This design comes from an exercise in tuning for small area and a short achievable clock period on the open sky130 flow, not from production work.
Function was checked by simulation only, so behaviour that the tests miss may differ from the original.

$ cat design/flow/config.mk
export PLATFORM = sky130hd
export DESIGN_NAME = izhneuron_verilog
export DESIGN_NICKNAME = izhneuron_verilog
export VERILOG_FILES = /design/flow/design.v
export SDC_FILE = /design/flow/constraint.sdc
export NUM_CORES = 4
export LEC_CHECK = 0
export CAP_MARGIN = 20
export CORE_MARGIN = 2
export CORE_UTILIZATION = 40
export SLEW_MARGIN = 20
$ cat design/flow/constraint.sdc
create_clock -name core_clock -period 21.0 [get_ports {clk}]
set_input_delay 4.2000 -clock core_clock [delete_from_list [all_inputs] [get_ports {clk}]]
set_output_delay 4.2000 -clock core_clock [all_outputs]
set_load 0.01 [all_outputs]
$ cat design/flow/design.v
module izhneuron_verilog(clk, rst, en, WE, Addr, AER_BUS, Weight, spike_out);
input wire clk;
input wire rst;
input wire en;
input wire WE;
input wire [3:0] Addr;
input wire [3:0] AER_BUS;
input wire [10:0] Weight;
output wire spike_out;
reg [10:0] mem0, mem1, mem2, mem3;
reg [3:0] valid;                  
reg [10:0] wout, acc, I;
reg [13:0] N, t;              
wire sel0 = valid[0] & (AER_BUS == 4'd0);
wire sel1 = valid[1] & (AER_BUS == 4'd1);
wire sel2 = valid[2] & (AER_BUS == 4'd2);
wire sel3 = valid[3] & (AER_BUS == 4'd3);
wire [10:0] rdg = ({11{sel0}} & mem0) | ({11{sel1}} & mem1) | ({11{sel2}} & mem2) | ({11{sel3}} & mem3);
wire sm0 = acc[0] ^ wout[0];
wire sc0 = acc[0] & wout[0];
wire sm1 = acc[1] ^ wout[1] ^ sc0;
wire sc1 = (acc[1] & wout[1]) | (acc[1] & sc0) | (wout[1] & sc0);
wire sm2 = acc[2] ^ wout[2] ^ sc1;
wire sc2 = (acc[2] & wout[2]) | (acc[2] & sc1) | (wout[2] & sc1);
wire sm3 = acc[3] ^ wout[3] ^ sc2;
wire sc3 = (acc[3] & wout[3]) | (acc[3] & sc2) | (wout[3] & sc2);
wire sm4 = acc[4] ^ wout[4] ^ sc3;
wire sc4 = (acc[4] & wout[4]) | (acc[4] & sc3) | (wout[4] & sc3);
wire sm5 = acc[5] ^ wout[5] ^ sc4;
wire sc5 = (acc[5] & wout[5]) | (acc[5] & sc4) | (wout[5] & sc4);
wire sm6 = acc[6] ^ wout[6] ^ sc5;
wire sc6 = (acc[6] & wout[6]) | (acc[6] & sc5) | (wout[6] & sc5);
wire sm7 = acc[7] ^ wout[7] ^ sc6;
wire sc7 = (acc[7] & wout[7]) | (acc[7] & sc6) | (wout[7] & sc6);
wire sm8 = acc[8] ^ wout[8] ^ sc7;
wire sc8 = (acc[8] & wout[8]) | (acc[8] & sc7) | (wout[8] & sc7);
wire sm9 = acc[9] ^ wout[9] ^ sc8;
wire sc9 = (acc[9] & wout[9]) | (acc[9] & sc8) | (wout[9] & sc8);
wire sm10 = acc[10] ^ wout[10] ^ sc9;
wire sc10 = (acc[10] & wout[10]) | (acc[10] & sc9) | (wout[10] & sc9);
wire [10:0] sum = {sm10, sm9, sm8, sm7, sm6, sm5, sm4, sm3, sm2, sm1, sm0};
wire [10:0] I_next = en ? sum : I;
wire [10:0] In = {~I[10], I[9:0]};                              
wire [10:0] Inn = {~I_next[10], I_next[9:0]};
wire g1 = N[0] & t[2];
wire p2 = N[0] | t[2];
wire g3 = N[1] & t[3];
wire p4 = N[1] | t[3];
wire g5 = N[2] & t[4];
wire p6 = N[2] | t[4];
wire g7 = N[3] & t[5];
wire p8 = N[3] | t[5];
wire g9 = N[4] & t[6];
wire p10 = N[4] | t[6];
wire g11 = N[5] & t[7];
wire p12 = N[5] | t[7];
wire G13 = g3 | (p4 & g1);
wire P14 = p4 & p2;
wire G15 = g7 | (p8 & g5);
wire P16 = p8 & p6;
wire G17 = g11 | (p12 & g9);
wire P18 = p12 & p10;
wire G19 = g5 | (p6 & G13);
wire P20 = p6 & P14;
wire G21 = G15 | (P16 & G13);
wire P22 = P16 & P14;
wire G23 = g9 | (p10 & G21);
wire P24 = p10 & P22;
wire G25 = G17 | (P18 & G21);
wire P26 = P18 & P22;
wire cdv6 = G25;
wire dvs0 = t[8] ^ N[6] ^ cdv6;
wire dvc0 = (t[8] & N[6]) | (t[8] & cdv6) | (N[6] & cdv6);
wire dvs1 = t[9] ^ N[7] ^ dvc0;
wire dvc1 = (t[9] & N[7]) | (t[9] & dvc0) | (N[7] & dvc0);
wire dvs2 = t[10] ^ N[8] ^ dvc1;
wire dvc2 = (t[10] & N[8]) | (t[10] & dvc1) | (N[8] & dvc1);
wire dvs3 = t[11] ^ N[9] ^ dvc2;
wire dvc3 = (t[11] & N[9]) | (t[11] & dvc2) | (N[9] & dvc2);
wire dvs4 = t[12] ^ N[10] ^ dvc3;
wire dvc4 = (t[12] & N[10]) | (t[12] & dvc3) | (N[10] & dvc3);
wire dvs5 = t[13] ^ N[11] ^ dvc4;
wire dvc5 = (t[13] & N[11]) | (t[13] & dvc4) | (N[11] & dvc4);
wire dvs6 = t[13] ^ N[12] ^ dvc5;
wire dvc6 = (t[13] & N[12]) | (t[13] & dvc5) | (N[12] & dvc5);
wire dvs7 = t[13] ^ N[13] ^ dvc6;
wire [7:0] d = {dvs7, dvs6, dvs5, dvs4, dvs3, dvs2, dvs1, dvs0};
wire nas0 = N[0] ^ ~d[0] ^ 1'b1;
wire nac0 = (N[0] & ~d[0]) | (N[0] & 1'b1) | (~d[0] & 1'b1);
wire nas1 = N[1] ^ ~d[1] ^ nac0;
wire nac1 = (N[1] & ~d[1]) | (N[1] & nac0) | (~d[1] & nac0);
wire nas2 = N[2] ^ ~d[2] ^ nac1;
wire nac2 = (N[2] & ~d[2]) | (N[2] & nac1) | (~d[2] & nac1);
wire nas3 = N[3] ^ ~d[3] ^ nac2;
wire nac3 = (N[3] & ~d[3]) | (N[3] & nac2) | (~d[3] & nac2);
wire nas4 = N[4] ^ ~d[4] ^ nac3;
wire nac4 = (N[4] & ~d[4]) | (N[4] & nac3) | (~d[4] & nac3);
wire nas5 = N[5] ^ ~d[5] ^ nac4;
wire nac5 = (N[5] & ~d[5]) | (N[5] & nac4) | (~d[5] & nac4);
wire nas6 = N[6] ^ ~d[6] ^ nac5;
wire nac6 = (N[6] & ~d[6]) | (N[6] & nac5) | (~d[6] & nac5);
wire nas7 = N[7] ^ ~d[7] ^ nac6;
wire nac7 = (N[7] & ~d[7]) | (N[7] & nac6) | (~d[7] & nac6);
wire nas8 = N[8] ^ ~d[7] ^ nac7;
wire nac8 = (N[8] & ~d[7]) | (N[8] & nac7) | (~d[7] & nac7);
wire nas9 = N[9] ^ ~d[7] ^ nac8;
wire nac9 = (N[9] & ~d[7]) | (N[9] & nac8) | (~d[7] & nac8);
wire nas10 = N[10] ^ ~d[7] ^ nac9;
wire nac10 = (N[10] & ~d[7]) | (N[10] & nac9) | (~d[7] & nac9);
wire nas11 = N[11] ^ ~d[7] ^ nac10;
wire nac11 = (N[11] & ~d[7]) | (N[11] & nac10) | (~d[7] & nac10);
wire nas12 = N[12] ^ ~d[7] ^ nac11;
wire nac12 = (N[12] & ~d[7]) | (N[12] & nac11) | (~d[7] & nac11);
wire nas13 = N[13] ^ ~d[7] ^ nac12;
wire nms0 = N[0] ^ 1'b1 ^ 1'b0;
wire nmc0 = (N[0] & 1'b1) | (N[0] & 1'b0) | (1'b1 & 1'b0);
wire nms1 = N[1] ^ 1'b0 ^ nmc0;
wire nmc1 = (N[1] & 1'b0) | (N[1] & nmc0) | (1'b0 & nmc0);
wire nms2 = N[2] ^ 1'b0 ^ nmc1;
wire nmc2 = (N[2] & 1'b0) | (N[2] & nmc1) | (1'b0 & nmc1);
wire nms3 = N[3] ^ 1'b0 ^ nmc2;
wire nmc3 = (N[3] & 1'b0) | (N[3] & nmc2) | (1'b0 & nmc2);
wire nms4 = N[4] ^ 1'b1 ^ nmc3;
wire nmc4 = (N[4] & 1'b1) | (N[4] & nmc3) | (1'b1 & nmc3);
wire nms5 = N[5] ^ 1'b1 ^ nmc4;
wire nmc5 = (N[5] & 1'b1) | (N[5] & nmc4) | (1'b1 & nmc4);
wire nms6 = N[6] ^ 1'b0 ^ nmc5;
wire nmc6 = (N[6] & 1'b0) | (N[6] & nmc5) | (1'b0 & nmc5);
wire nms7 = N[7] ^ 1'b1 ^ nmc6;
wire nmc7 = (N[7] & 1'b1) | (N[7] & nmc6) | (1'b1 & nmc6);
wire nms8 = N[8] ^ 1'b1 ^ nmc7;
wire nmc8 = (N[8] & 1'b1) | (N[8] & nmc7) | (1'b1 & nmc7);
wire nms9 = N[9] ^ 1'b1 ^ nmc8;
wire nmc9 = (N[9] & 1'b1) | (N[9] & nmc8) | (1'b1 & nmc8);
wire nms10 = N[10] ^ 1'b1 ^ nmc9;
wire nmc10 = (N[10] & 1'b1) | (N[10] & nmc9) | (1'b1 & nmc9);
wire nms11 = N[11] ^ 1'b1 ^ nmc10;
wire nmc11 = (N[11] & 1'b1) | (N[11] & nmc10) | (1'b1 & nmc10);
wire nms12 = N[12] ^ 1'b1 ^ nmc11;
wire nmc12 = (N[12] & 1'b1) | (N[12] & nmc11) | (1'b1 & nmc11);
wire nms13 = N[13] ^ 1'b1 ^ nmc12;
wire nbs0 = nms0 ^ ~d[0] ^ 1'b0;
wire nbc0 = (nms0 & ~d[0]) | (nms0 & 1'b0) | (~d[0] & 1'b0);
wire nbs1 = nms1 ^ ~d[1] ^ nbc0;
wire nbc1 = (nms1 & ~d[1]) | (nms1 & nbc0) | (~d[1] & nbc0);
wire nbs2 = nms2 ^ ~d[2] ^ nbc1;
wire nbc2 = (nms2 & ~d[2]) | (nms2 & nbc1) | (~d[2] & nbc1);
wire nbs3 = nms3 ^ ~d[3] ^ nbc2;
wire nbc3 = (nms3 & ~d[3]) | (nms3 & nbc2) | (~d[3] & nbc2);
wire nbs4 = nms4 ^ ~d[4] ^ nbc3;
wire nbc4 = (nms4 & ~d[4]) | (nms4 & nbc3) | (~d[4] & nbc3);
wire nbs5 = nms5 ^ ~d[5] ^ nbc4;
wire nbc5 = (nms5 & ~d[5]) | (nms5 & nbc4) | (~d[5] & nbc4);
wire nbs6 = nms6 ^ ~d[6] ^ nbc5;
wire nbc6 = (nms6 & ~d[6]) | (nms6 & nbc5) | (~d[6] & nbc5);
wire nbs7 = nms7 ^ ~d[7] ^ nbc6;
wire nbc7 = (nms7 & ~d[7]) | (nms7 & nbc6) | (~d[7] & nbc6);
wire nbs8 = nms8 ^ ~d[7] ^ nbc7;
wire nbc8 = (nms8 & ~d[7]) | (nms8 & nbc7) | (~d[7] & nbc7);
wire nbs9 = nms9 ^ ~d[7] ^ nbc8;
wire nbc9 = (nms9 & ~d[7]) | (nms9 & nbc8) | (~d[7] & nbc8);
wire nbs10 = nms10 ^ ~d[7] ^ nbc9;
wire nbc10 = (nms10 & ~d[7]) | (nms10 & nbc9) | (~d[7] & nbc9);
wire nbs11 = nms11 ^ ~d[7] ^ nbc10;
wire nbc11 = (nms11 & ~d[7]) | (nms11 & nbc10) | (~d[7] & nbc10);
wire nbs12 = nms12 ^ ~d[7] ^ nbc11;
wire nbc12 = (nms12 & ~d[7]) | (nms12 & nbc11) | (~d[7] & nbc11);
wire nbs13 = nms13 ^ ~d[7] ^ nbc12;
wire [13:0] N0a = {nas13, nas12, nas11, nas10, nas9, nas8, nas7, nas6, nas5, nas4, nas3, nas2, nas1, nas0};
wire [13:0] N0b = {nbs13, nbs12, nbs11, nbs10, nbs9, nbs8, nbs7, nbs6, nbs5, nbs4, nbs3, nbs2, nbs1, nbs0};
wire p0_1 = t[0] & t[1];
wire p0_2 = t[0] & t[2];
wire p0_3 = t[0] & t[3];
wire p0_4 = t[0] & t[4];
wire p0_5 = t[0] & t[5];
wire p0_6 = t[0] & t[6];
wire p0_7 = t[0] & t[7];
wire p0_8 = t[0] & t[8];
wire p0_9 = t[0] & t[9];
wire p0_10 = t[0] & t[10];
wire p1_2 = t[1] & t[2];
wire p1_3 = t[1] & t[3];
wire p1_4 = t[1] & t[4];
wire p1_5 = t[1] & t[5];
wire p1_6 = t[1] & t[6];
wire p1_7 = t[1] & t[7];
wire p1_8 = t[1] & t[8];
wire p1_9 = t[1] & t[9];
wire p1_10 = t[1] & t[10];
wire p2_3 = t[2] & t[3];
wire p2_4 = t[2] & t[4];
wire p2_5 = t[2] & t[5];
wire p2_6 = t[2] & t[6];
wire p2_7 = t[2] & t[7];
wire p2_8 = t[2] & t[8];
wire p2_9 = t[2] & t[9];
wire p2_10 = t[2] & t[10];
wire p3_4 = t[3] & t[4];
wire p3_5 = t[3] & t[5];
wire p3_6 = t[3] & t[6];
wire p3_7 = t[3] & t[7];
wire p3_8 = t[3] & t[8];
wire p3_9 = t[3] & t[9];
wire p3_10 = t[3] & t[10];
wire p4_5 = t[4] & t[5];
wire p4_6 = t[4] & t[6];
wire p4_7 = t[4] & t[7];
wire p4_8 = t[4] & t[8];
wire p4_9 = t[4] & t[9];
wire p4_10 = t[4] & t[10];
wire p5_6 = t[5] & t[6];
wire p5_7 = t[5] & t[7];
wire p5_8 = t[5] & t[8];
wire p5_9 = t[5] & t[9];
wire p5_10 = t[5] & t[10];
wire p6_7 = t[6] & t[7];
wire p6_8 = t[6] & t[8];
wire p6_9 = t[6] & t[9];
wire p6_10 = t[6] & t[10];
wire p7_8 = t[7] & t[8];
wire p7_9 = t[7] & t[9];
wire p7_10 = t[7] & t[10];
wire p8_9 = t[8] & t[9];
wire p8_10 = t[8] & t[10];
wire p9_10 = t[9] & t[10];
wire n0 = ~(t[11] & t[0]);
wire n1 = ~(t[11] & t[1]);
wire n2 = ~(t[11] & t[2]);
wire n3 = ~(t[11] & t[3]);
wire n4 = ~(t[11] & t[4]);
wire n5 = ~(t[11] & t[5]);
wire n6 = ~(t[11] & t[6]);
wire n7 = ~(t[11] & t[7]);
wire n8 = ~(t[11] & t[8]);
wire n9 = ~(t[11] & t[9]);
wire s27 = 1'b1 ^ In[4];
wire k28 = 1'b1 & In[4];
wire s29 = 1'b1 ^ In[0] ^ N[0];
wire k30 = (1'b1 & In[0]) | (1'b1 & N[0]) | (In[0] & N[0]);
wire s31 = 1'b1 ^ In[1] ^ N[1];
wire k32 = (1'b1 & In[1]) | (1'b1 & N[1]) | (In[1] & N[1]);
wire s33 = In[2] ^ N[2] ^ t[5];
wire k34 = (In[2] & N[2]) | (In[2] & t[5]) | (N[2] & t[5]);
wire s35 = p0_9 ^ p1_8;
wire k36 = p0_9 & p1_8;
wire s37 = 1'b1 ^ In[3] ^ N[3];
wire k38 = (1'b1 & In[3]) | (1'b1 & N[3]) | (In[3] & N[3]);
wire s39 = p0_10 ^ p1_9 ^ p2_8;
wire k40 = (p0_10 & p1_9) | (p0_10 & p2_8) | (p1_9 & p2_8);
wire s41 = N[4] ^ t[6] ^ n0;
wire k42 = (N[4] & t[6]) | (N[4] & n0) | (t[6] & n0);
wire s43 = p1_10 ^ p2_9 ^ p3_8;
wire k44 = (p1_10 & p2_9) | (p1_10 & p3_8) | (p2_9 & p3_8);
wire s45 = p4_7 ^ p5_6;
wire k46 = p4_7 & p5_6;
wire s47 = In[5] ^ N[5] ^ n1;
wire k48 = (In[5] & N[5]) | (In[5] & n1) | (N[5] & n1);
wire s49 = p2_10 ^ p3_9 ^ p4_8;
wire k50 = (p2_10 & p3_9) | (p2_10 & p4_8) | (p3_9 & p4_8);
wire s51 = p5_7 ^ k28;
wire k52 = p5_7 & k28;
wire s53 = In[6] ^ N[6] ^ t[7];
wire k54 = (In[6] & N[6]) | (In[6] & t[7]) | (N[6] & t[7]);
wire s55 = n2 ^ p3_10 ^ p4_9;
wire k56 = (n2 & p3_10) | (n2 & p4_9) | (p3_10 & p4_9);
wire s57 = p5_8 ^ p6_7;
wire k58 = p5_8 & p6_7;
wire s59 = In[7] ^ N[7] ^ n3;
wire k60 = (In[7] & N[7]) | (In[7] & n3) | (N[7] & n3);
wire s61 = p4_10 ^ p5_9;
wire k62 = p4_10 & p5_9;
wire s63 = In[8] ^ N[8] ^ t[8];
wire k64 = (In[8] & N[8]) | (In[8] & t[8]) | (N[8] & t[8]);
wire s65 = n4 ^ p5_10;
wire k66 = n4 & p5_10;
wire s67 = In[9] ^ N[9];
wire k68 = In[9] & N[9];
wire s69 = In[10] ^ N[10];
wire k70 = In[10] & N[10];
wire s71 = t[4] ^ p0_7 ^ p1_6;
wire k72 = (t[4] & p0_7) | (t[4] & p1_6) | (p0_7 & p1_6);
wire s73 = p0_8 ^ p1_7 ^ p2_6;
wire k74 = (p0_8 & p1_7) | (p0_8 & p2_6) | (p1_7 & p2_6);
wire s75 = p3_5 ^ k30;
wire k76 = p3_5 & k30;
wire s77 = p2_7 ^ p3_6 ^ p4_5;
wire k78 = (p2_7 & p3_6) | (p2_7 & p4_5) | (p3_6 & p4_5);
wire s79 = k32 ^ s33 ^ s35;
wire k80 = (k32 & s33) | (k32 & s35) | (s33 & s35);
wire s81 = p3_7 ^ p4_6 ^ k34;
wire k82 = (p3_7 & p4_6) | (p3_7 & k34) | (p4_6 & k34);
wire s83 = k36 ^ s37 ^ s39;
wire k84 = (k36 & s37) | (k36 & s39) | (s37 & s39);
wire s85 = s27 ^ k38 ^ s45;
wire k86 = (s27 & k38) | (s27 & s45) | (k38 & s45);
wire s87 = k40 ^ s41 ^ s43;
wire k88 = (k40 & s41) | (k40 & s43) | (s41 & s43);
wire s89 = k46 ^ s51 ^ k42;
wire k90 = (k46 & s51) | (k46 & k42) | (s51 & k42);
wire s91 = k44 ^ s47 ^ s49;
wire k92 = (k44 & s47) | (k44 & s49) | (s47 & s49);
wire s93 = s53 ^ s57 ^ k52;
wire k94 = (s53 & s57) | (s53 & k52) | (s57 & k52);
wire s95 = k48 ^ k50 ^ s55;
wire k96 = (k48 & k50) | (k48 & s55) | (k50 & s55);
wire s97 = p6_8 ^ k54 ^ k58;
wire k98 = (p6_8 & k54) | (p6_8 & k58) | (k54 & k58);
wire s99 = s61 ^ k56 ^ s59;
wire k100 = (s61 & k56) | (s61 & s59) | (k56 & s59);
wire s101 = p6_9 ^ p7_8 ^ k62;
wire k102 = (p6_9 & p7_8) | (p6_9 & k62) | (p7_8 & k62);
wire s103 = s63 ^ s65 ^ k60;
wire k104 = (s63 & s65) | (s63 & k60) | (s65 & k60);
wire s105 = n5 ^ p6_10 ^ p7_9;
wire k106 = (n5 & p6_10) | (n5 & p7_9) | (p6_10 & p7_9);
wire s107 = s67 ^ k64 ^ k66;
wire k108 = (s67 & k64) | (s67 & k66) | (k64 & k66);
wire s109 = t[9] ^ n6 ^ p7_10;
wire k110 = (t[9] & n6) | (t[9] & p7_10) | (n6 & p7_10);
wire s111 = p8_9 ^ k68 ^ s69;
wire k112 = (p8_9 & k68) | (p8_9 & s69) | (k68 & s69);
wire s113 = 1'b1 ^ N[11] ^ n7;
wire k114 = (1'b1 & N[11]) | (1'b1 & n7) | (N[11] & n7);
wire s115 = p8_10 ^ k70;
wire k116 = p8_10 & k70;
wire s117 = 1'b1 ^ N[12] ^ t[10];
wire k118 = (1'b1 & N[12]) | (1'b1 & t[10]) | (N[12] & t[10]);
wire s119 = n8 ^ p9_10;
wire k120 = n8 & p9_10;
wire s121 = 1'b1 ^ N[13];
wire k122 = 1'b1 & N[13];
wire s123 = t[3] ^ p0_5;
wire k124 = t[3] & p0_5;
wire s125 = p0_6 ^ p1_5;
wire k126 = p0_6 & p1_5;
wire s127 = p2_5 ^ p3_4 ^ s29;
wire k128 = (p2_5 & p3_4) | (p2_5 & s29) | (p3_4 & s29);
wire s129 = s31 ^ k72 ^ s73;
wire k130 = (s31 & k72) | (s31 & s73) | (k72 & s73);
wire s131 = k74 ^ s77 ^ k76;
wire k132 = (k74 & s77) | (k74 & k76) | (s77 & k76);
wire s133 = k78 ^ k80 ^ s81;
wire k134 = (k78 & k80) | (k78 & s81) | (k80 & s81);
wire s135 = k82 ^ s85 ^ k84;
wire k136 = (k82 & s85) | (k82 & k84) | (s85 & k84);
wire s137 = k86 ^ k88 ^ s89;
wire k138 = (k86 & k88) | (k86 & s89) | (k88 & s89);
wire s139 = k90 ^ s93 ^ k92;
wire k140 = (k90 & s93) | (k90 & k92) | (s93 & k92);
wire s141 = s97 ^ k94 ^ k96;
wire k142 = (s97 & k94) | (s97 & k96) | (k94 & k96);
wire s143 = k98 ^ s101 ^ k100;
wire k144 = (k98 & s101) | (k98 & k100) | (s101 & k100);
wire s145 = s105 ^ k102 ^ s107;
wire k146 = (s105 & k102) | (s105 & s107) | (k102 & s107);
wire s147 = k106 ^ s109 ^ s111;
wire k148 = (k106 & s109) | (k106 & s111) | (s109 & s111);
wire s149 = s115 ^ k110 ^ s113;
wire k150 = (s115 & k110) | (s115 & s113) | (k110 & s113);
wire s151 = s117 ^ s119 ^ k116;
wire k152 = (s117 & s119) | (s117 & k116) | (s119 & k116);
wire s153 = n9 ^ s121 ^ k118;
wire k154 = (n9 & s121) | (n9 & k118) | (s121 & k118);
wire s155 = t[2] ^ p0_3;
wire k156 = t[2] & p0_3;
wire s157 = p0_4 ^ p1_3;
wire k158 = p0_4 & p1_3;
wire s159 = p1_4 ^ p2_3 ^ s123;
wire k160 = (p1_4 & p2_3) | (p1_4 & s123) | (p2_3 & s123);
wire s161 = p2_4 ^ k124 ^ s125;
wire k162 = (p2_4 & k124) | (p2_4 & s125) | (k124 & s125);
wire s163 = k126 ^ s71 ^ s127;
wire k164 = (k126 & s71) | (k126 & s127) | (s71 & s127);
wire s165 = s75 ^ k128 ^ s129;
wire k166 = (s75 & k128) | (s75 & s129) | (k128 & s129);
wire s167 = s79 ^ k130 ^ s131;
wire k168 = (s79 & k130) | (s79 & s131) | (k130 & s131);
wire s169 = k132 ^ s83 ^ s133;
wire k170 = (k132 & s83) | (k132 & s133) | (s83 & s133);
wire s171 = s87 ^ k134 ^ s135;
wire k172 = (s87 & k134) | (s87 & s135) | (k134 & s135);
wire s173 = s91 ^ k136 ^ s137;
wire k174 = (s91 & k136) | (s91 & s137) | (k136 & s137);
wire s175 = s95 ^ k138 ^ s139;
wire k176 = (s95 & k138) | (s95 & s139) | (k138 & s139);
wire s177 = s99 ^ k140 ^ s141;
wire k178 = (s99 & k140) | (s99 & s141) | (k140 & s141);
wire s179 = s103 ^ k142 ^ s143;
wire k180 = (s103 & k142) | (s103 & s143) | (k142 & s143);
wire s181 = k104 ^ s145 ^ k144;
wire k182 = (k104 & s145) | (k104 & k144) | (s145 & k144);
wire s183 = k108 ^ s147 ^ k146;
wire k184 = (k108 & s147) | (k108 & k146) | (s147 & k146);
wire s185 = k112 ^ s149 ^ k148;
wire k186 = (k112 & s149) | (k112 & k148) | (s149 & k148);
wire s187 = k114 ^ s151 ^ k150;
wire k188 = (k114 & s151) | (k114 & k150) | (s151 & k150);
wire s189 = k120 ^ s153 ^ k152;
wire k190 = (k120 & s153) | (k120 & k152) | (s153 & k152);
wire g191 = t[0] & 1'b0;
wire p192 = t[0] | 1'b0;
wire g193 = 1'b0 & 1'b0;
wire p194 = 1'b0 | 1'b0;
wire g195 = t[1] & p0_1;
wire p196 = t[1] | p0_1;
wire g197 = p0_2 & 1'b0;
wire p198 = p0_2 | 1'b0;
wire g199 = p1_2 & s155;
wire p200 = p1_2 | s155;
wire g201 = k156 & s157;
wire p202 = k156 | s157;
wire g203 = k158 & s159;
wire p204 = k158 | s159;
wire g205 = k160 & s161;
wire p206 = k160 | s161;
wire G207 = g193 | (p194 & g191);
wire P208 = p194 & p192;
wire G209 = g197 | (p198 & g195);
wire P210 = p198 & p196;
wire G211 = g201 | (p202 & g199);
wire P212 = p202 & p200;
wire G213 = g205 | (p206 & g203);
wire P214 = p206 & p204;
wire G215 = g195 | (p196 & G207);
wire P216 = p196 & P208;
wire G217 = G209 | (P210 & G207);
wire P218 = P210 & P208;
wire G219 = g203 | (p204 & G211);
wire P220 = p204 & P212;
wire G221 = G213 | (P214 & G211);
wire P222 = P214 & P212;
wire G223 = g199 | (p200 & G217);
wire P224 = p200 & P218;
wire G225 = G211 | (P212 & G217);
wire P226 = P212 & P218;
wire G227 = G219 | (P220 & G217);
wire P228 = P220 & P218;
wire G229 = G221 | (P222 & G217);
wire P230 = P222 & P218;
wire lc8 = G229;
wire s231 = k162 ^ s163;
wire k232 = k162 & s163;
wire s233 = k164 ^ s165;
wire k234 = k164 & s165;
wire s235 = k166 ^ s167;
wire k236 = k166 & s167;
wire s237 = k168 ^ s169;
wire k238 = k168 & s169;
wire s239 = k170 ^ s171;
wire k240 = k170 & s171;
wire s241 = k172 ^ s173;
wire k242 = k172 & s173;
wire s243 = k174 ^ s175;
wire k244 = k174 & s175;
wire s245 = k176 ^ s177;
wire k246 = k176 & s177;
wire s247 = k178 ^ s179;
wire k248 = k178 & s179;
wire s249 = k180 ^ s181;
wire k250 = k180 & s181;
wire s251 = s183 ^ k182;
wire k252 = s183 & k182;
wire s253 = s185 ^ k184;
wire k254 = s185 & k184;
wire s255 = s187 ^ k186;
wire k256 = s187 & k186;
wire s257 = s189 ^ k188;
wire k258 = s189 & k188;
wire g259 = s231 & lc8;
wire x261 = s231 ^ lc8;
wire g262 = k232 & s233;
wire x264 = k232 ^ s233;
wire g265 = k234 & s235;
wire x267 = k234 ^ s235;
wire g268 = k236 & s237;
wire x270 = k236 ^ s237;
wire g271 = k238 & s239;
wire x273 = k238 ^ s239;
wire g274 = k240 & s241;
wire x276 = k240 ^ s241;
wire g277 = k242 & s243;
wire x279 = k242 ^ s243;
wire g280 = k244 & s245;
wire x282 = k244 ^ s245;
wire g283 = k246 & s247;
wire x285 = k246 ^ s247;
wire g286 = s249 & k248;
wire x288 = s249 ^ k248;
wire g289 = s251 & k250;
wire x291 = s251 ^ k250;
wire g292 = s253 & k252;
wire x294 = s253 ^ k252;
wire g295 = s255 & k254;
wire x297 = s255 ^ k254;
wire g298 = s257 & k256;
wire x300 = s257 ^ k256;
wire G301 = g262 | (x264 & g259);
wire P302 = x264 & x261;
wire G303 = g268 | (x270 & g265);
wire P304 = x270 & x267;
wire G305 = g274 | (x276 & g271);
wire P306 = x276 & x273;
wire G307 = g280 | (x282 & g277);
wire P308 = x282 & x279;
wire G309 = g286 | (x288 & g283);
wire P310 = x288 & x285;
wire G311 = g292 | (x294 & g289);
wire P312 = x294 & x291;
wire G313 = g265 | (x267 & G301);
wire P314 = x267 & P302;
wire G315 = G303 | (P304 & G301);
wire P316 = P304 & P302;
wire G317 = g277 | (x279 & G305);
wire P318 = x279 & P306;
wire G319 = G307 | (P308 & G305);
wire P320 = P308 & P306;
wire G321 = g289 | (x291 & G309);
wire P322 = x291 & P310;
wire G323 = G311 | (P312 & G309);
wire P324 = P312 & P310;
wire G325 = g271 | (x273 & G315);
wire P326 = x273 & P316;
wire G327 = G305 | (P306 & G315);
wire P328 = P306 & P316;
wire G329 = G317 | (P318 & G315);
wire P330 = P318 & P316;
wire G331 = G319 | (P320 & G315);
wire P332 = P320 & P316;
wire G333 = g295 | (x297 & G323);
wire P334 = x297 & P324;
wire G335 = g283 | (x285 & G331);
wire P336 = x285 & P332;
wire G337 = G309 | (P310 & G331);
wire P338 = P310 & P332;
wire G339 = G321 | (P322 & G331);
wire P340 = P322 & P332;
wire G341 = G323 | (P324 & G331);
wire P342 = P324 & P332;
wire G343 = G333 | (P334 & G331);
wire P344 = P334 & P332;
wire wsn = x300 ^ G343;
wire s345 = 1'b1 ^ ~In[0];
wire k346 = 1'b1 & ~In[0];
wire s347 = 1'b1 ^ ~In[1];
wire k348 = 1'b1 & ~In[1];
wire s349 = 1'b1 ^ ~In[2];
wire k350 = 1'b1 & ~In[2];
wire s351 = 1'b1 ^ ~In[3];
wire k352 = 1'b1 & ~In[3];
wire s353 = 1'b1 ^ ~In[4];
wire k354 = 1'b1 & ~In[4];
wire s355 = s345 ^ k162;
wire k356 = s345 & k162;
wire s357 = k346 ^ s347 ^ k164;
wire k358 = (k346 & s347) | (k346 & k164) | (s347 & k164);
wire s359 = k348 ^ s349 ^ k166;
wire k360 = (k348 & s349) | (k348 & k166) | (s349 & k166);
wire s361 = k350 ^ s351 ^ k168;
wire k362 = (k350 & s351) | (k350 & k168) | (s351 & k168);
wire s363 = k352 ^ s353 ^ k170;
wire k364 = (k352 & s353) | (k352 & k170) | (s353 & k170);
wire s365 = ~In[5] ^ k354 ^ k172;
wire k366 = (~In[5] & k354) | (~In[5] & k172) | (k354 & k172);
wire s367 = 1'b1 ^ ~In[6] ^ k174;
wire k368 = (1'b1 & ~In[6]) | (1'b1 & k174) | (~In[6] & k174);
wire s369 = ~In[7] ^ k176;
wire k370 = ~In[7] & k176;
wire s371 = 1'b1 ^ ~In[8] ^ k178;
wire k372 = (1'b1 & ~In[8]) | (1'b1 & k178) | (~In[8] & k178);
wire s373 = 1'b1 ^ ~In[9] ^ k180;
wire k374 = (1'b1 & ~In[9]) | (1'b1 & k180) | (~In[9] & k180);
wire s375 = ~In[10] ^ s183;
wire k376 = ~In[10] & s183;
wire s377 = 1'b1 ^ s185;
wire k378 = 1'b1 & s185;
wire s379 = 1'b1 ^ s187;
wire k380 = 1'b1 & s187;
wire s381 = 1'b1 ^ s189;
wire k382 = 1'b1 & s189;
wire s383 = s355 ^ s163;
wire k384 = s355 & s163;
wire s385 = k356 ^ s165 ^ s357;
wire k386 = (k356 & s165) | (k356 & s357) | (s165 & s357);
wire s387 = s167 ^ k358 ^ s359;
wire k388 = (s167 & k358) | (s167 & s359) | (k358 & s359);
wire s389 = s169 ^ k360 ^ s361;
wire k390 = (s169 & k360) | (s169 & s361) | (k360 & s361);
wire s391 = k362 ^ s171 ^ s363;
wire k392 = (k362 & s171) | (k362 & s363) | (s171 & s363);
wire s393 = s173 ^ k364 ^ s365;
wire k394 = (s173 & k364) | (s173 & s365) | (k364 & s365);
wire s395 = s175 ^ k366 ^ s367;
wire k396 = (s175 & k366) | (s175 & s367) | (k366 & s367);
wire s397 = s177 ^ s369 ^ k368;
wire k398 = (s177 & s369) | (s177 & k368) | (s369 & k368);
wire s399 = s179 ^ k370 ^ s371;
wire k400 = (s179 & k370) | (s179 & s371) | (k370 & s371);
wire s401 = s181 ^ k372 ^ s373;
wire k402 = (s181 & k372) | (s181 & s373) | (k372 & s373);
wire s403 = k182 ^ s375 ^ k374;
wire k404 = (k182 & s375) | (k182 & k374) | (s375 & k374);
wire s405 = k184 ^ s377 ^ k376;
wire k406 = (k184 & s377) | (k184 & k376) | (s377 & k376);
wire s407 = k186 ^ s379 ^ k378;
wire k408 = (k186 & s379) | (k186 & k378) | (s379 & k378);
wire s409 = k188 ^ s381 ^ k380;
wire k410 = (k188 & s381) | (k188 & k380) | (s381 & k380);
wire s411 = k390 ^ s391;
wire k412 = k390 & s391;
wire s413 = k392 ^ s393;
wire k414 = k392 & s393;
wire s415 = k394 ^ s395 ^ ~d[6];
wire k416 = (k394 & s395) | (k394 & ~d[6]) | (s395 & ~d[6]);
wire s417 = k396 ^ s397;
wire k418 = k396 & s397;
wire s419 = s383 ^ lc8;
wire k420 = s383 & lc8;
wire s421 = k384 ^ s385 ^ ~d[1];
wire k422 = (k384 & s385) | (k384 & ~d[1]) | (s385 & ~d[1]);
wire s423 = k386 ^ s387 ^ ~d[2];
wire k424 = (k386 & s387) | (k386 & ~d[2]) | (s387 & ~d[2]);
wire s425 = k388 ^ s389 ^ ~d[3];
wire k426 = (k388 & s389) | (k388 & ~d[3]) | (s389 & ~d[3]);
wire s427 = s411 ^ ~d[4] ^ Inn[4];
wire k428 = (s411 & ~d[4]) | (s411 & Inn[4]) | (~d[4] & Inn[4]);
wire s429 = k412 ^ s413 ^ ~d[5];
wire k430 = (k412 & s413) | (k412 & ~d[5]) | (s413 & ~d[5]);
wire s431 = k414 ^ Inn[6] ^ s415;
wire k432 = (k414 & Inn[6]) | (k414 & s415) | (Inn[6] & s415);
wire s433 = s417 ^ d[7] ^ Inn[7];
wire k434 = (s417 & d[7]) | (s417 & Inn[7]) | (d[7] & Inn[7]);
wire s435 = k398 ^ s399 ^ k418;
wire k436 = (k398 & s399) | (k398 & k418) | (s399 & k418);
wire s437 = k400 ^ s401;
wire k438 = k400 & s401;
wire s439 = k402 ^ s403;
wire k440 = k402 & s403;
wire s441 = s419 ^ ~d[0];
wire k442 = s419 & ~d[0];
wire s443 = k420 ^ Inn[1] ^ s421;
wire k444 = (k420 & Inn[1]) | (k420 & s421) | (Inn[1] & s421);
wire s445 = Inn[2] ^ k422 ^ s423;
wire k446 = (Inn[2] & k422) | (Inn[2] & s423) | (k422 & s423);
wire s447 = Inn[3] ^ k424 ^ s425;
wire k448 = (Inn[3] & k424) | (Inn[3] & s425) | (k424 & s425);
wire s449 = k426 ^ ~spk ^ s427;
wire k450 = (k426 & ~spk) | (k426 & s427) | (~spk & s427);
wire s451 = Inn[5] ^ s429 ^ k428;
wire k452 = (Inn[5] & s429) | (Inn[5] & k428) | (s429 & k428);
wire s453 = k430 ^ ~spk ^ s431;
wire k454 = (k430 & ~spk) | (k430 & s431) | (~spk & s431);
wire s455 = k416 ^ s433 ^ k432;
wire k456 = (k416 & s433) | (k416 & k432) | (s433 & k432);
wire s457 = s435 ^ Inn[8] ^ k434;
wire k458 = (s435 & Inn[8]) | (s435 & k434) | (Inn[8] & k434);
wire s459 = s437 ^ k436 ^ Inn[9];
wire k460 = (s437 & k436) | (s437 & Inn[9]) | (k436 & Inn[9]);
wire s461 = s439 ^ k438 ^ Inn[10];
wire k462 = (s439 & k438) | (s439 & Inn[10]) | (k438 & Inn[10]);
wire s463 = s405 ^ k404 ^ k440;
wire k464 = (s405 & k404) | (s405 & k440) | (k404 & k440);
wire s465 = s407 ^ k406;
wire k466 = s407 & k406;
wire s467 = s409 ^ k408;
wire k468 = s409 & k408;
wire g469 = Inn[0] & s441;
wire x471 = Inn[0] ^ s441;
wire g472 = k442 & s443;
wire x474 = k442 ^ s443;
wire g475 = k444 & s445;
wire x477 = k444 ^ s445;
wire g478 = k446 & s447;
wire x480 = k446 ^ s447;
wire g481 = k448 & s449;
wire x483 = k448 ^ s449;
wire g484 = k450 & s451;
wire x486 = k450 ^ s451;
wire g487 = k452 & s453;
wire x489 = k452 ^ s453;
wire g490 = k454 & s455;
wire x492 = k454 ^ s455;
wire g493 = s457 & k456;
wire x495 = s457 ^ k456;
wire g496 = s459 & k458;
wire x498 = s459 ^ k458;
wire g499 = k460 & s461;
wire x501 = k460 ^ s461;
wire g502 = s463 & k462;
wire x504 = s463 ^ k462;
wire g505 = s465 & k464;
wire x507 = s465 ^ k464;
wire g508 = s467 & k466;
wire x510 = s467 ^ k466;
wire G511 = g472 | (x474 & g469);
wire P512 = x474 & x471;
wire G513 = g478 | (x480 & g475);
wire P514 = x480 & x477;
wire G515 = g484 | (x486 & g481);
wire P516 = x486 & x483;
wire G517 = g490 | (x492 & g487);
wire P518 = x492 & x489;
wire G519 = g496 | (x498 & g493);
wire P520 = x498 & x495;
wire G521 = g502 | (x504 & g499);
wire P522 = x504 & x501;
wire G523 = g508 | (x510 & g505);
wire P524 = x510 & x507;
wire G525 = g475 | (x477 & G511);
wire P526 = x477 & P512;
wire G527 = G513 | (P514 & G511);
wire P528 = P514 & P512;
wire G529 = g487 | (x489 & G515);
wire P530 = x489 & P516;
wire G531 = G517 | (P518 & G515);
wire P532 = P518 & P516;
wire G533 = g499 | (x501 & G519);
wire P534 = x501 & P520;
wire G535 = G521 | (P522 & G519);
wire P536 = P522 & P520;
wire G537 = g481 | (x483 & G527);
wire P538 = x483 & P528;
wire G539 = G515 | (P516 & G527);
wire P540 = P516 & P528;
wire G541 = G529 | (P530 & G527);
wire P542 = P530 & P528;
wire G543 = G531 | (P532 & G527);
wire P544 = P532 & P528;
wire G545 = g505 | (x507 & G535);
wire P546 = x507 & P536;
wire G547 = G523 | (P524 & G535);
wire P548 = P524 & P536;
wire G549 = g493 | (x495 & G543);
wire P550 = x495 & P544;
wire G551 = G519 | (P520 & G543);
wire P552 = P520 & P544;
wire G553 = G533 | (P534 & G543);
wire P554 = P534 & P544;
wire G555 = G535 | (P536 & G543);
wire P556 = P536 & P544;
wire G557 = G545 | (P546 & G543);
wire P558 = P546 & P544;
wire G559 = G547 | (P548 & G543);
wire P560 = P548 & P544;
wire [13:0] y;
assign y[0] = x471 ^ 1'b0;
assign y[1] = x474 ^ g469;
assign y[2] = x477 ^ G511;
assign y[3] = x480 ^ G525;
assign y[4] = x483 ^ G527;
assign y[5] = x486 ^ G537;
assign y[6] = x489 ^ G539;
assign y[7] = x492 ^ G541;
assign y[8] = x495 ^ G543;
assign y[9] = x498 ^ G549;
assign y[10] = x501 ^ G551;
assign y[11] = x504 ^ G553;
assign y[12] = x507 ^ G555;
assign y[13] = x510 ^ G557;
wire signed [13:0] ts = t;
wire f = ts < -14'sd1285;               
wire spk = f | ~wsn;
assign spike_out = ~rst & spk;
wire g = ~y[13] & (y[12:0] > 13'd1068);
wire [13:0] N_next = spk ? N0b : N0a;    
wire [13:0] t_next = (f | g) ? 14'd118 : y;
always @(posedge clk) begin
	if (WE && Addr[3:2] == 2'b00) begin
		case (Addr[1:0])
			2'd0: mem0 <= Weight;
			2'd1: mem1 <= Weight;
			2'd2: mem2 <= Weight;
			default: mem3 <= Weight;
		endcase
	end
	if (rst) begin
		valid <= 4'b0000;
		wout <= 11'd0; acc <= 11'd0; I <= 11'd0;
		N <= 14'd16112; t <= 14'd118;
	end else begin
		if (WE && Addr[3:2] == 2'b00) valid[Addr[1:0]] <= 1'b1;
		if (!WE) wout <= rdg;
		acc <= en ? 11'd0 : sum;
		I <= I_next;
		N <= N_next;
		t <= t_next;
	end
end
endmodule
$ cat design/flow/flow/run.sh
#!/bin/bash
set -e
cp standard.sh standard.sh.log
export SETUP_SLACK_MARGIN=${FLOW_SETUP_MARGIN:-12}
export BUFFER_PORTS_ARGS="-buffer_cell sky130_fd_sc_hd__buf_2"
bash standard.sh synth > synth.log 2>&1
R=orfs/results/sky130hd/izhneuron_verilog/base
cp $R/1_2_yosys.v yosys_netlist_before_polar.v.log
python3 flow/polar.py $R/1_2_yosys.v $R/1_2_yosys.polar.v > polar.log 2>&1
mv $R/1_2_yosys.polar.v $R/1_2_yosys.v
rm -f $R/1_synth.odb
bash standard.sh > standard.log 2>&1
$ cat design/flow/flow/polar.py
#!/usr/bin/env python3
"""Re-polarise full adders in a mapped sky130hd netlist to remove inverters.

A full adder is self-dual: FA(~a, ~b, ~c) = (~sum, ~cout). Flipping an adder
complements what its inputs must carry and what its outputs carry, so the
inverters around it can move or vanish. The netlist's function is unchanged.
usage: polar.py in.v out.v
"""
import re
import sys
import random
from collections import defaultdict

src = open(sys.argv[1]).read()
cell_re = re.compile(r'^(\s*)(sky130_fd_sc_hd__\w+)\s+(\\\S+\s|\S+)\s*\((.*?)\);\n', re.S | re.M)
pin_re = re.compile(r'\.(\w+)\(\s*([^()]*?)\s*\)')
OUTPINS = {'X', 'Y', 'SUM', 'COUT', 'Q', 'Q_N', 'HI', 'LO'}

cells = []
for m in cell_re.finditer(src):
    pins = [(p, n) for p, n in pin_re.findall(m.group(4))]
    cells.append({'span': m.span(), 'ind': m.group(1), 'type': m.group(2), 'name': m.group(3), 'pins': pins})

outports = set()
for m in re.finditer(r'^\s*output\s+(\[[^\]]*\]\s*)?([^;]+);', src, re.M):
    rng, names = m.group(1), m.group(2)
    for nm in names.split(','):
        nm = nm.strip()
        if rng:
            hi, lo = map(int, re.findall(r'-?\d+', rng))
            for i in range(min(hi, lo), max(hi, lo) + 1):
                outports.add(f"{nm}[{i}]")
        else:
            outports.add(nm)

def is_inv(c):
    return re.match(r'sky130_fd_sc_hd__(inv|clkinv)_\d+$', c['type']) is not None

def is_fa(c):
    return re.match(r'sky130_fd_sc_hd__fa_\d+$', c['type']) is not None

# inverters that can be dissolved: input and output both internal nets
inv_of = {}   # output net -> input net
dissolve = set()
for i, c in enumerate(cells):
    if is_inv(c):
        d = dict(c['pins'])
        if d['Y'] not in outports:
            inv_of[d['Y']] = d['A']
            dissolve.add(i)

def root(net):
    p = 0
    while net in inv_of:
        net = inv_of[net]
        p ^= 1
    return net, p

driver_fa = {}  # net -> fa index
for i, c in enumerate(cells):
    if is_fa(c):
        for p, n in c['pins']:
            if p in ('SUM', 'COUT'):
                driver_fa[n] = i

# consumers: (cell index, pin, root, parity wanted in original terms)
cons = []
for i, c in enumerate(cells):
    if i in dissolve:
        continue
    for p, n in c['pins']:
        if p in OUTPINS:
            continue
        r, par = root(n)
        cons.append((i, p, r, par))
# output ports driven through dissolved inverters need the driving literal too:
# none, since inverters on output ports are kept.

fas = [i for i, c in enumerate(cells) if is_fa(c)]
flip = {i: 0 for i in fas}

def phys(r):
    i = driver_fa.get(r)
    return flip[i] if i is not None else 0

def need(con):
    i, p, r, par = con
    want = par ^ (flip[i] if i in flip else 0)
    return r, want ^ phys(r)    # 1: consumer needs the complement of the physical net

def cost():
    s = set()
    for con in cons:
        r, w = need(con)
        if w:
            s.add(r)
    return len(s)

by_root = defaultdict(list)
for k, con in enumerate(cons):
    by_root[con[2]].append(k)
fa_roots = defaultdict(set)
for k, con in enumerate(cons):
    if con[0] in flip:
        fa_roots[con[0]].add(con[2])
for i in fas:
    for p, n in cells[i]['pins']:
        if p in ('SUM', 'COUT'):
            fa_roots[i].add(n)

def local(rs):
    t = 0
    for r in rs:
        if any(need(cons[k])[1] for k in by_root[r]):
            t += 1
    return t

best = cost()
start = best
random.seed(1)
for it in range(50):
    improved = False
    order = fas[:]
    random.shuffle(order)
    for i in order:
        rs = fa_roots[i]
        before = local(rs)
        flip[i] ^= 1
        after = local(rs)
        if after < before or (after == before and random.random() < 0.0):
            improved = True
        elif after > before or after == before:
            flip[i] ^= 1
    if not improved:
        break
final = cost()

# rewrite
inv_net = {}
new_cells = []
k = 0
def esc(n):
    return n + " " if n.startswith("\\") else n


def inverted(r):
    global k
    if r not in inv_net:
        k += 1
        inv_net[r] = f"_pol{k}_"
        new_cells.append(f"  sky130_fd_sc_hd__inv_1 _polinv{k}_ (\n    .A({esc(r)}),\n    .Y(_pol{k}_)\n  );\n")
    return inv_net[r]

newpins = defaultdict(dict)
for con in cons:
    i, p, r, par = con
    rr, w = need(con)
    newpins[i][p] = inverted(rr) if w else rr

out = []
pos = 0
for i, c in enumerate(cells):
    a, b = c['span']
    out.append(src[pos:a])
    pos = b
    if i in dissolve:
        continue
    pins = []
    for p, n in c['pins']:
        pins.append((p, newpins[i].get(p, n)))
    body = ",\n".join(f"    .{p}({esc(n)})" for p, n in pins)
    out.append(f"{c['ind']}{c['type']} {c['name']}{'' if c['name'].endswith(' ') else ' '}(\n{body}\n  );\n")
tail = src[pos:]
ei = tail.rindex('endmodule')
out.append(tail[:ei])
out.extend(new_cells)
out.append(tail[ei:])
res = "".join(out)
# declare the new nets after the module header's last wire declaration
decl = "".join(f"  wire _pol{j}_;\n" for j in range(1, k + 1))
m = list(re.finditer(r'^\s*wire [^;]*;\n', res, re.M))
p = m[-1].end()
res = res[:p] + decl + res[p:]
open(sys.argv[2], 'w').write(res)
sys.stderr.write(f"polar: {len(fas)} adders, {sum(flip.values())} flipped, "
                 f"{len(dissolve)} inverters removed, {k} added (cost {start} -> {final})\n")
$ cat design/flow/standard.sh
#!/bin/bash
# synth_recipe.tcl (not shown) runs the flow's synth.tcl, then flattens the netlist and writes it again
# the make line also repeats each setting of config.mk as NAME=value (left out here)
make -C /OpenROAD-flow-scripts/flow DESIGN_CONFIG=/design/flow/config.mk WORK_HOME=/design/flow/orfs CLKGATE_MAP_FILE= SYNTH_SCRIPT=/design/flow/synth_recipe.tcl "${@:-finish}"
==> run summary <==
[layout by cell type (no fill, tap or decap), drive strengths merged, types with 3 or more instances in the layout]
cell type and count:
nand2 51, nand4 3, a21o 8, a22oi 23
a21oi 40, fa 139, dfxtp 65, xor2 8
nor2 43, a21boi 3, o211ai 15, or2 4
and4 4, o21ai 14, xnor2 15, and2 50
nor3 6, inv 98, edfxtp 44, a31oi 6
buf 57, mux2i 10, clkinv 3, and4b 3
nand2b 3, clkbuf 9, ha 89
[sequential cells by signal, summed over array words and instances (netlist names)]
register  cells
valid         4
t            14
mem1         11
acc          11
mem2         11
mem3         11
I            11
N            14
mem0         11
wout         11
[stage by stage]
| stage | area [sq um] | setup WS [ps] | util | cells |
|---|---|---|---|---|
| floorplan | 9100 | 12000 | - | 798 |
| global placement | 9500 | 11390 | 0.424 | 1083 |
| detailed placement | 9500 | 11160 | 0.424 | 1083 |
| CTS | 10200 | 12000 | 0.453 | 1125 |
| global route | 10200 | 11900 | 0.455 | 1129 |
| finish | 10200 | 12050 | 0.455 | 1129 |
[per-layer routing]
metal / global-route usage / vias up / part of all wire
met3: 0.0235 / 21 / 0.029
li1: - / 2747 / -
met4: 0.0485 / 0 / 0.018
met2: 0.297 / 74 / 0.49
met5: 0 / - / 0
met1: 0.250 / 2897 / 0.46
[layout make-up]
| type | count | share of cell area |
|---|---|---|
| inverters | 96 | 0.0356 |
| clock inverters | 7 | 0.00649 |
| flip-flops and latches | 109 | 0.261 |
| clock buffers | 9 | 0.0221 |
| multi-input cells | 566 | 0.602 |
| well taps | 285 | 0.0349 |
| repair buffers | 57 | 0.0377 |
[worst max-delay path: cells and delay by family]
family,cells,cell delay (ps)
buf+inv,3,480
simple gates,1,60
[path summary, 6_finish.rpt]
| kind | startpoint | endpoint | slack [ps] | cells after the start |
|---|---|---|---|---|
| setup / recovery | rst | spike_out | 12050 | 4 |
| hold / removal | valid[0] | valid[0] | 460 | 2 |
| setup reg to reg | t[3] | t[4] | 12610 | 28 |
| hold reg to reg | valid[0] | valid[0] | 460 | 2 |
[what timing repair did]
action / 4_1_cts / 5_1_grt
buffers inserted: 25 / 4
pin swaps: 23 / 2
endpoints found under the setup margin: 1 / 8
gates resized for setup: 52 / 3
cloned: 1 / 0
endpoints found under the hold margin: 0 / 0
==> results.json <==
{
  "status": "complete, no violations",
  "setup_viol": 0,
  "cts_tree": "yes",
  "grtUsageTotal": 0.179,
  "die_area_sq_um": 23900,
  "antenna_left": 0,
  "cts.clk_slew.worst_paths_ps": 80,
  "gp_congestion": 0.793,
  "grt_max_degree": 35,
  "crit_chain": "buf_2, buf_8, nor2_2, buf_2",
  "grt_pass1_wl_microns": 33200,
  "netlist_area_sq_um": 9080,
  "cpPeakStageDelay_ps": 250,
  "crit_path_frequent_cell": "buf_2",
  "min_period_ps": 8950,
  "relSlewSlack": 0.453,
  "diodes": 0,
  "grt.overflow.total": 0,
  "ys_warn_count": 1,
  "clock_latency_ps": 360,
  "numClockSinks": 109,
  "numCtsBuffers": 9,
  "worst-path-max-fanout": 34,
  "n_fill_cell": 2088,
  "seqCellArea_sq_um": 2670,
  "numPortBuffers": 23,
  "drive_above_1_share": 0.149,
  "finalSetupTns_ps": 0,
  "drt_iter0_drc": 314,
  "firstDrtPassIters": 5,
  "initial_utilization": 0.405,
  "clock.fmax_ghz": 0.112,
  "hp-class": "reg2reg",
  "vias": 5739,
  "htreeDepth": 3,
  "whs_ps": 463,
  "syn_inst": 798,
  "tightest_slew_ps": 804,
  "via_per_inst": 5.08,
  "maxCapViolCount": 0,
  "grt_antenna_before_repair": 0,
  "finalMaxSlewViolations": 0,
  "wl_microns": 19600,
  "synth.avg_cell_area_sq_um": 11.4,
  "crit_type": "in2out",
  "multi_input_area_sq_um": 6150,
  "skew_ps": 10.0,
  "syn_nets": 1049,
  "fp.dieH_microns": 155,
  "drc": 0,
  "final_net_count": 1090,
  "io_pins": 24,
  "period_share": 0.426,
  "die_w_microns": 155,
  "cts_hold_buf": 0,
  "syn2layout_area_growth_pct": 12.5,
  "core.rowCount": 55,
  "wl_per_cell_microns": 17.3,
  "report.final.hold_viol_count": 0,
  "slowest_stage": "buf_8",
  "dp_hpwl_microns": 15100,
  "cp.required_ps": 16800,
  "cts-root-buf": "clkbuf_16",
  "rsz0062_at_grt": "yes",
  "crit_path_start_kind": "input port",
  "core_sq_um": 22400,
  "critPathCaptureType": "output pin",
  "cts_buffer_depth": 2,
  "grt_pass1_vias": 6272,
  "arrival_ps": 4750
}

port drivers added, routing unchanged:
The results above use ideal ports. As a check the final layout listed here was re-extracted and re-timed, cells and wires unchanged.
Step 1, drivers: a clkbuf_16 drives clk and a buf_2 each remaining input, both assumed.
Step 2 moves the port delays by t, midway between the first and last clock arrival at a register: inputs arrive t later, outputs are due t later. That takes back most of the time a late clock gives input paths.
a / b / c = ideal ports / drivers / drivers and shift; a / b = the first two.
t, ns: 0.396
setup slack, ns: 12.053 / 12.033 / 12.033
latest minus earliest clock arrival (ns): 0.012 / 0.012
pins driven straight from the clock port: 1
After both steps setup and hold are still met in this run. For this run, drivers alone change the setup slack by -0.020 ns; drivers and shift together by -0.020 ns.
